This design comes from an exercise in tuning for small area on the open sky130 flow, not from production work. Where RTL was checked, it was by simulation tests only, not by an equivalence proof against the original.

==> job 3245: inputs <==
Design pipelined_fir, start of the top module:
module pipelined_fir(clk,reset,xn,yn);
input clk,reset;
input signed [15:0] xn;
output wire signed [15:0] yn;
reg [15:0] a, b;
reg [17:0] e, f;   
reg [15:0] yr;
wire [15:0] ysum;
wire n1 = ~b[0];
wire n2 = ~b[1];
wire n3 = ~b[2];
wire n4 = ~b[3];
wire n5 = ~b[4];
wire n6 = ~b[5];
wire n7 = ~b[6];
wire n8 = ~b[7];
wire n9 = ~b[8];
wire n10 = ~b[9];
wire n11 = ~b[10];
wire n12 = ~b[11];
wire n13 = ~b[12];
wire n14 = ~b[13];
wire n15 = ~b[14];
wire n16 = ~xn[15];
wire n53 = ~a[0];
wire n54 = ~a[1];
wire n55 = ~a[2];
wire n56 = ~a[3];
wire n57 = ~a[4];
wire n58 = ~a[5];
wire n59 = ~a[6];
wire n60 = ~a[7];
wire n61 = ~a[8];
wire n62 = ~a[9];
wire n63 = ~a[10];
wire n64 = ~a[11];
wire n65 = ~a[12];
wire n66 = ~a[13];
wire n67 = ~a[14];
wire n68 = ~a[15];
wire n69 = ~b[15];
wire n70 = ~e[0];
wire n71 = ~e[1];
wire n72 = ~e[2];
wire n73 = ~e[3];
wire n74 = ~e[4];
wire n75 = ~e[5];
wire n76 = ~e[6];
wire n77 = ~e[7];
wire n78 = ~e[8];
wire n79 = ~e[9];
wire n80 = ~e[10];
wire n81 = ~e[11];
wire n82 = ~e[12];
wire n83 = ~e[13];
wire n84 = ~e[14];
wire n85 = ~e[16];
wire n86 = ~e[17];
wire n87 = ~e[15];
wire n88 = ~f[15];
always @(posedge clk or posedge reset)
  if (reset) begin
    a <= 16'h0000; b <= 16'h0000; yr <= 16'h0000; e <= 18'b010111111111111111; f <= 18'b010111111111111111;
  end else begin
  ...
clock: 8.0 ns
lec_check: 0
cap_margin: 20
core_margin: 2
core_utilization: 60
gpl_timing_driven: 0
slew_margin: 20
synth_hierarchical: 1
standard.sh (not shown) runs the stock make flow with config.mk's settings and CLKGATE_MAP_FILE= SYNTH_SCRIPT=/design/flow/synth_recipe.tcl, a recipe that flattens the netlist after the stock synthesis.
==> flow/flow/run.sh <==
#!/bin/bash
# Layout flow: the standard flow (standard.sh, with its synthesis
# unchanged), except that the port buffers use the smallest buffer cell and
# clock tree synthesis runs without dummy balancing loads and with one clock
# buffer type. The full make output goes to standard.log in this folder.
set -e
bash standard.sh \
  'BUFFER_PORTS_ARGS=-buffer_cell sky130_fd_sc_hd__buf_1' \
  'CTS_ARGS=-sink_clustering_enable -repair_clock_nets -dont_use_dummy_load -buf_list sky130_fd_sc_hd__clkbuf_8' \
  finish > standard.log 2>&1
==> job 737 (differences from job 3245) <==
--- a/flow/design.v
+++ b/flow/design.v
@@ -762,58 +762,72 @@
 wire G746 = k695 | s693 & G744;
 wire P747 = s693 & P745;
 wire G748 = ~s439 & G746;
 wire P749 = ~s439 & P747;
 wire G750 = ~s471 & G748;
 wire P751 = ~s471 & P749;
 wire G752 = ~s501 & G750;
 wire P753 = ~s501 & P751;
-wire G754 = k698 | s696 & G752;
-wire P755 = s696 & P753;
-wire G756 = k701 | s699 & G754;
-wire P757 = s699 & P755;
-wire G758 = ~s573 & G756;
-wire P759 = ~s573 & P757;
-wire G760 = ~s593 & G758;
-wire P761 = ~s593 & P759;
-wire G762 = ~s611 & G760;
-wire P763 = ~s611 & P761;
-wire G764 = k704 | s702 & G762;
-wire P765 = s702 & P763;
-wire G766 = k707 | s705 & G764;
-wire P767 = s705 & P765;
-wire G768 = k710 | s708 & G766;
-wire P769 = s708 & P767;
-wire G770 = k716 | s714 & k713;
-wire P771 = s714 & s711;
-wire G772 = k713 | s711 & G768;
-wire P773 = s711 & P769;
-wire G774 = G770 | P771 & G768;
-wire P775 = P771 & P769;
-wire G776 = ~s662 & G774;
-wire P777 = ~s662 & P775;
-wire y778 = ~s375 ^ G742;
-wire y779 = s693 ^ G744;
-wire y780 = ~s439 ^ G746;
-wire y781 = ~s471 ^ G748;
-wire y782 = ~s501 ^ G750;
-wire y783 = s696 ^ G752;
-wire y784 = s699 ^ G754;
-wire y785 = ~s573 ^ G756;
-wire y786 = ~s593 ^ G758;
-wire y787 = ~s611 ^ G760;
-wire y788 = s702 ^ G762;
-wire y789 = s705 ^ G764;
-wire y790 = s708 ^ G766;
-wire y791 = s711 ^ G768;
-wire y792 = s714 ^ G772;
-wire y793 = ~s662 ^ G774;
+wire G754 = k701 | s699 & k698;
+wire P755 = s699 & s696;
+wire P756 = ~s593 & ~s573;
+wire P757 = s702 & ~s611;
+wire G758 = k710 | s708 & k707;
+wire P759 = s708 & s705;
+wire G760 = k716 | s714 & k713;
+wire P761 = s714 & s711;
+wire G762 = k698 | s696 & G752;
+wire P763 = s696 & P753;
+wire G764 = G754 | P755 & G752;
+wire P765 = P755 & P753;
+wire P766 = ~s611 & P756;
+wire P767 = P757 & P756;
+wire G768 = k713 | s711 & G758;
+wire P769 = s711 & P759;
+wire G770 = G760 | P761 & G758;
+wire P771 = P761 & P759;
+wire G772 = ~s573 & G764;
+wire P773 = ~s573 & P765;
+wire G774 = P756 & G764;
+wire P775 = P756 & P765;
+wire G776 = P766 & G764;
+wire P777 = P766 & P765;
+wire G778 = k704 | P767 & G764;
+wire P779 = P767 & P765;
+wire G780 = ~s662 & G770;
+wire P781 = ~s662 & P771;
+wire G782 = k707 | s705 & G778;
+wire P783 = s705 & P779;
+wire G784 = G758 | P759 & G778;
+wire P785 = P759 & P779;
+wire G786 = G768 | P769 & G778;
+wire P787 = P769 & P779;
+wire G788 = G770 | P771 & G778;
+wire P789 = P771 & P779;
+wire G790 = G780 | P781 & G778;
+wire P791 = P781 & P779;
+wire y792 = ~s375 ^ G742;
+wire y793 = s693 ^ G744;
+wire y794 = ~s439 ^ G746;
+wire y795 = ~s471 ^ G748;
+wire y796 = ~s501 ^ G750;
+wire y797 = s696 ^ G752;
+wire y798 = s699 ^ G762;
+wire y799 = ~s573 ^ G764;
+wire y800 = ~s593 ^ G772;
+wire y801 = ~s611 ^ G774;
+wire y802 = s702 ^ G776;
+wire y803 = s705 ^ G778;
+wire y804 = s708 ^ G782;
+wire y805 = s711 ^ G784;
+wire y806 = s714 ^ G786;
+wire y807 = ~s662 ^ G788;
 assign e_next = {c52, s51, s47, s43, s41, s39, s37, s35, s33, s31, s29, s27, s25, s23, s21, s19, s17, n1};
-assign ysum = {y793, y792, y791, y790, y789, y788, y787, y786, y785, y784, y783, y782, y781, y780, y779, y778};
+assign ysum = {y807, y806, y805, y804, y803, y802, y801, y800, y799, y798, y797, y796, y795, y794, y793, y792};
 endmodule
 module fir_fa(a, b, c, s, co);
 input a, b, c;
 output s, co;
 assign s = a ^ b ^ c;
 assign co = (a & b) | (a & c) | (b & c);
 endmodule
 module fir_ha(a, b, s, co);
==> impl_results.md <==
* Dpl cell area at 0.00942 mm^2
* Top-area cell type share of the netlist area at a little under two thirds
* Outcome: complete, no violations
* Avg WL per Cell at approximately 27 um
* Pre-CTS setup slack at -129 ps
* Synth Area in Simple Gates at 1.52%
The numbers above come from job 737.

==> impl_results.md <==
* Dpl cell area at 0.00938 mm^2
* Synth Area in Simple Gates at between 1 and 1.5%
* Post-CTS Setup Inserts at 0
* Avg WL per Cell at between 20 and 30 um
* Top-area cell type share of the netlist area at ~64%
* Outcome: complete, no violations
* Prevailing post-synth register cell: dfrtp_1
* Pre-CTS setup slack at -232 ps
The numbers above come from job 3245.

No functional check of the RTL was part of any run of this note.

* * *

==> v10: inputs <==
pipelined_fir, a different RTL version from the one above (not shown whole).
==> flow/config.mk <==
export PLATFORM = sky130hd
export DESIGN_NAME = pipelined_fir
export DESIGN_NICKNAME = pipelined_fir
export VERILOG_FILES = /design/flow/design.v
export SDC_FILE = /design/flow/constraint.sdc
export NUM_CORES = 4
export LEC_CHECK = 0
export CAP_MARGIN = 20
export CORE_MARGIN = 2
export CORE_UTILIZATION = 40
export SLEW_MARGIN = 20
export SYNTH_HIERARCHICAL = 1
==> flow/constraint.sdc <==
create_clock -name core_clock -period 8.0 [get_ports {clk}]
set_input_delay 1.6000 -clock core_clock [delete_from_list [all_inputs] [get_ports {clk}]]
set_output_delay 1.6000 -clock core_clock [all_outputs]
set_load 0.01 [all_outputs]
Scripts as last shown in full above: flow/flow/run.sh
==> v9 (differences from v10) <==
--- a/flow/config.mk
+++ b/flow/config.mk
@@ -8,5 +8,6 @@
 export CAP_MARGIN = 20
 export CORE_MARGIN = 2
 export CORE_UTILIZATION = 40
+export GPL_TIMING_DRIVEN = 0
 export SLEW_MARGIN = 20
 export SYNTH_HIERARCHICAL = 1
==> comparison <==
Of v9 and v10, v10 has the higher hold slack (gap 27 ps). Against v9, the wire length of v10 is larger by 4.9%. Count of clock-buffer cells in the layout is the same in v10 and v9. Against v10, the first-iteration DRC count of v9 is higher by 13%. In v9 the setup slack is better than in v10, by 16 ps. In v10 the global-route usage is higher than in v9, by 0.72 points. In synthesized cell count, v10 and v9 do not differ.
==> figures <==
item	v9	v10
Status	finished clean	finished clean
Maximum achievable frequency	134 MHz	133 MHz
Maximum number of pins on one net before global-route repair	62	70
Wire length per cell after detailed routing	24.7 microns	25.5 microns
Final WL	21800 microns	22800 microns
Minimum period implied by the final worst setup slack	7480 ps	7500 ps
Global-route met2 utilization	34.2%	33.1%
Final weighted congestion of routability-driven global placement	0.928	0.995
R2r setup slk	520 ps	500 ps
Critical-path top delay cell	sky130_fd_sc_hd__dfrtp_2	sky130_fd_sc_hd__dfrtp_1
Drt initial violations	246	218
Area taken by flip-flops and latches	0.00208 sq mm	0.00207 sq mm
Placed instance count	874	888
Post-layout worst setup margin	516 ps	500 ps
Number of fill cells in the layout	2065	2079
Pin slew with the least headroom to its limit	759 ps	925 ps

-- re-timing with driven ports --
How much do the figures lean on ideal ports? The routed layouts below were timed once more, with nothing changed but the port constraints. Step 1: set_driving_cell puts a clkbuf_16 on clk and a buf_2 on each other input, an assumption about the parent block. Step 2 adds t to the input delays and takes it off the output delays; t is the mean of the earliest and latest rising clock arrival at the registers after step 1. Input paths then give back, and output paths get back, about the clock's delay inside the block. Slacks: ideal ports / drivers / drivers and shift; pairs: ideal ports / drivers.
run	t, ns	setup WS [ns]	worst data-port slew with drivers (ns)	cell pins on the clock port's net
job 3245	0.405	0.181 / 0.195 / -0.210	0.04	1
job 737	0.399	0.289 / 0.307 / -0.092	0.04	1
v10	0.405	0.500 / 0.500 / 0.500	0.05	1
v9	0.405	0.516 / 0.516 / 0.516	0.04	1
Met with ideal ports but missed after step 2: setup timing in job 3245 and job 737. For job 3245, which loses most, drivers alone change the setup slack by +0.014 ns; drivers and shift together by -0.391 ns.
